This is an optimization exercise on Yosys and OpenROAD, whose aim is small area, a short achievable clock period and few clock cycles, not a production implementation.
The RTL was checked by simulation tests, not by an equivalence proof against the original design.
Power and IR drop assume default switching activity.

==> flow/design.v <==
module cache(
    clk,
    proc_reset,
    proc_read,
    proc_write,
    proc_addr,
    proc_rdata,
    proc_wdata,
    proc_stall,
    mem_read,
    mem_write,
    mem_addr,
    mem_rdata,
    mem_wdata,
    mem_ready
);
    input          clk;
    input          proc_reset;
    input          proc_read, proc_write;
    input   [29:0] proc_addr;
    input   [31:0] proc_wdata;
    output         proc_stall;
    output [31:0]  proc_rdata;
    input  [127:0] mem_rdata;
    input          mem_ready;
    output         mem_read, mem_write;
    output [27:0]  mem_addr;
    output [127:0] mem_wdata;
    integer i;
    reg [127:0] data  [0:7];
    reg [24:0]  tag   [0:7];
    reg [7:0]   valid, dirty;
    reg         cap;       
    reg         stall_r;
    reg         whit_r;    
    reg         mrd, mwr;  
    reg         mbusy;     
    reg         rdfl;      
    reg [31:0]  rdata_r;
    reg [127:0] mwdata_r;
    reg [27:0]  maddr_r;
    reg [7:0]   sel_r;     
    reg [3:0]   offd_r;    
    reg         wr_r;
    reg         pend;      
    reg [7:0]   selw;      
    reg [3:0]   offdw;     
    assign proc_stall = stall_r;
    assign proc_rdata = rdata_r;
    assign mem_read   = mrd;
    assign mem_write  = mwr;
    assign mem_addr   = maddr_r;
    assign mem_wdata  = mwdata_r;
    wire [2:0]  idx = proc_addr[4:2];
    wire [1:0]  off = proc_addr[1:0];
    wire        req = proc_read | proc_write;
    wire [127:0] blk = data[idx];
    reg  [7:0]  match;
    always @(*) for (i = 0; i < 8; i = i + 1) match[i] = valid[i] & (tag[i] == proc_addr[29:5]);
    wire        hit = |(match & (8'd1 << idx));
    reg  [31:0] word_blk, word_mem;
    always @(*) begin
        case (off)
            2'd0: begin word_blk = blk[31:0];   word_mem = mem_rdata[31:0];   end
            2'd1: begin word_blk = blk[63:32];  word_mem = mem_rdata[63:32];  end
            2'd2: begin word_blk = blk[95:64];  word_mem = mem_rdata[95:64];  end
            default: begin word_blk = blk[127:96]; word_mem = mem_rdata[127:96]; end
        endcase
    end
    reg  [24:0] tag_old;
    reg         dirty_old;
    always @(*) begin
        tag_old = 25'd0;
        dirty_old = 1'b0;
        for (i = 0; i < 8; i = i + 1) begin
            tag_old = tag_old | (tag[i] & {25{sel_r[i]}});
            dirty_old = dirty_old | (dirty[i] & sel_r[i]);
        end
    end
    wire taken = !mbusy & !mem_ready & (mrd | mwr);
    wire fill  = rdfl & mem_ready & !pend;    
    wire fillw = rdfl & mem_ready & pend;     
    wire [7:0] sel = 8'd1 << idx;
    wire hold  = pend & (proc_write | (|(sel & selw)));
    wire early = proc_write & !(|(dirty & sel)) & !mbusy;
    wire [127:0] wbus = rdfl ? mem_rdata : {4{proc_wdata}};
    always @(posedge clk) begin
        rdata_r  <= (rdfl & !pend) ? word_mem : word_blk;
        mwdata_r <= blk;
        maddr_r  <= (rdfl & !pend & !mrd) ? {tag_old, idx} : proc_addr[29:2];
        sel_r    <= sel;
        if (cap & req & !hit & !pend & early) begin
            selw  <= sel;
            offdw <= 4'd1 << off;
        end
        offd_r   <= 4'd1 << off;
        wr_r     <= proc_write;
    end
    always @(posedge clk) begin
        if (proc_reset) begin
            cap     <= 1'b1;
            stall_r <= 1'b1;
            whit_r  <= 1'b0;
            mrd     <= 1'b0;
            mwr     <= 1'b0;
            mbusy   <= 1'b0;
            rdfl    <= 1'b0;
            pend    <= 1'b0;
        end else begin
            cap    <= !stall_r | (cap & req & hold);
            whit_r <= (cap & proc_write & !hold & (hit | early)) | (fill & wr_r);
            if (cap)
                stall_r <= req & (hold | (!hit & !early));
            else if (!stall_r)
                stall_r <= 1'b1;
            else if (fill)
                stall_r <= 1'b0;
            mrd <= (cap & req & !hit & !hold) | (mrd & !taken);
            if (fillw)
                pend <= 1'b0;
            else if (cap & req & !hit & !pend & early)
                pend <= 1'b1;
            mwr <= (fill & dirty_old) | (mwr & !taken);
            if (mem_ready)
                mbusy <= 1'b0;
            else if (taken)
                mbusy <= 1'b1;
            if (mem_ready)
                rdfl <= 1'b0;
            else if (taken & mrd)
                rdfl <= 1'b1;
        end
    end
    always @(posedge clk) begin
        for (i = 0; i < 8; i = i + 1) begin
            if ((sel_r[i] & (fill | (whit_r & offd_r[0]))) | (selw[i] & fillw & !offdw[0])) data[i][31:0]   <= wbus[31:0];
            if ((sel_r[i] & (fill | (whit_r & offd_r[1]))) | (selw[i] & fillw & !offdw[1])) data[i][63:32]  <= wbus[63:32];
            if ((sel_r[i] & (fill | (whit_r & offd_r[2]))) | (selw[i] & fillw & !offdw[2])) data[i][95:64]  <= wbus[95:64];
            if ((sel_r[i] & (fill | (whit_r & offd_r[3]))) | (selw[i] & fillw & !offdw[3])) data[i][127:96] <= wbus[127:96];
            if (sel_r[i] & (fill | whit_r)) tag[i] <= proc_addr[29:5];
        end
    end
    always @(posedge clk) begin
        if (proc_reset) begin
            valid <= 8'd0;
            dirty <= 8'd0;
        end else begin
            for (i = 0; i < 8; i = i + 1) begin
                if (sel_r[i] & fill) begin
                    valid[i] <= 1'b1;
                    dirty[i] <= 1'b0;
                end else if (sel_r[i] & whit_r) begin
                    valid[i] <= 1'b1;
                    dirty[i] <= 1'b1;
                end
            end
        end
    end
endmodule
export LEC_CHECK = 0
export ABC_AREA = 1
export CAP_MARGIN = 20
export CORE_MARGIN = 2
export CORE_UTILIZATION = 60
export CTS_CLUSTER_DIAMETER = 90
export CTS_CLUSTER_SIZE = 22
export SLEW_MARGIN = 20
create_clock -name core_clock -period 10.0 [get_ports {clk}]
standard.sh (not shown) runs the stock make flow with config.mk's settings and CLKGATE_MAP_FILE= SYNTH_SCRIPT=/design/flow/synth_recipe.tcl, a recipe that flattens the netlist after the stock synthesis.
==> flow/flow/run.sh <==
#!/bin/bash
# The standard ORFS layout (the standard.sh), with timing repair asked to
# leave extra setup slack and the ports buffered with buf_2.
set -euo pipefail
export SETUP_SLACK_MARGIN=6.85
export BUFFER_PORTS_ARGS="-buffer_cell sky130_fd_sc_hd__buf_2"
bash standard.sh > standard.log 2>&1
Testbench counts at the start, summed over its fixed seeds: cycles 155,519.
Change:
==> flow/flow/run.sh (replaced) <==
#!/bin/bash
# The standard ORFS layout (the standard.sh), with timing repair asked to
# leave extra setup slack and the ports buffered with buf_4.
set -euo pipefail
export SETUP_SLACK_MARGIN=6.85
export BUFFER_PORTS_ARGS="-buffer_cell sky130_fd_sc_hd__buf_4"
bash standard.sh > standard.log 2>&1
Settings changed: CORE_UTILIZATION 60 to 40.
Outcome: Final area increases by 1.1%; non-clock buffer count came out lower by 18; via count is lower by 2.1%; area after synthesis does not change; core utilization went down by 24 points; worst hold slack degrades by 0.0076 ns; maximum frequency hardly moves; global-route usage goes down by 13 points; wire length climbs by 2.7%.
Change:
==> flow/flow/run.sh (replaced) <==
#!/bin/bash
# The standard ORFS layout (the standard.sh), with timing repair asked to
# leave extra setup slack and the ports buffered with buf_2.
set -euo pipefail
export SETUP_SLACK_MARGIN=6.85
export BUFFER_PORTS_ARGS="-buffer_cell sky130_fd_sc_hd__buf_2"
bash standard.sh > standard.log 2>&1
Settings changed: CAP_MARGIN 20 to 10, SLEW_MARGIN 20 to 10.
The new run ran to the end with no violations.
Setup slack improved by 0.083 ns.
First-iteration DRC count goes up by 3.9%.
Combinational power goes down by about 3%.
Routed wire length goes down by 0.38%.
Non-clock buffer count goes up by 6.
Synthesized area does not change.
Final area goes down by 0.58%.
Change:
Settings changed: CAP_MARGIN 10 to 20, SLEW_MARGIN 10 to 20, TNS_END_PERCENT set to 30.
After rerunning:
- The new run produced a clean layout
- worst setup slack loses 0.068 ns
- hold slack gains 0.017 ns
- routed wire length drops by about 0.66%
- global-route usage climbs by 0.18 points
- final cell count drops by about 0.8%

## what the ideal ports hide
In the flow no input, the clock included, has a driving cell. The finished layouts below were timed again as built, in two steps.
Step 1 sets driving cells, clkbuf_16 on the clock port and buf_2 on the other inputs (assumed; they add their load-dependent delay and slew).
Step 2 adds t to the input delays and takes it off the output delays; t is the mean of the earliest and latest rising clock arrival at the registers after step 1. Input paths then give back, and output paths get back, about the clock's delay inside the block.
Slacks: no drivers / after step 1 / after step 2; pairs: no drivers / after step 1.
| run | t, ns | slack for setup (ns) | hold slack, ns | worst register clock-pin slew, ns | worst data-port slew with drivers (ns) |
|---|---|---|---|---|---|
| the first run | 0.763 | 6.581 / 6.602 / 5.839 | 0.467 / 0.467 / 0.467 | 0.10 / 0.10 | 0.19 |
| the second run | 0.793 | 6.579 / 6.595 / 5.802 | 0.459 / 0.459 / 0.459 | 0.10 / 0.10 | 0.24 |
| the third run | 0.798 | 6.662 / 6.580 / 5.847 | 0.454 / 0.454 / 0.454 | 0.11 / 0.11 | 0.25 |
| the fourth run | 0.802 | 6.594 / 6.576 / 5.811 | 0.470 / 0.470 / 0.470 | 0.10 / 0.10 | 0.22 |
After both steps setup and hold are still met in every run listed. For the third run, which loses most, drivers alone change the setup slack by -0.082 ns; drivers and shift together by -0.815 ns.
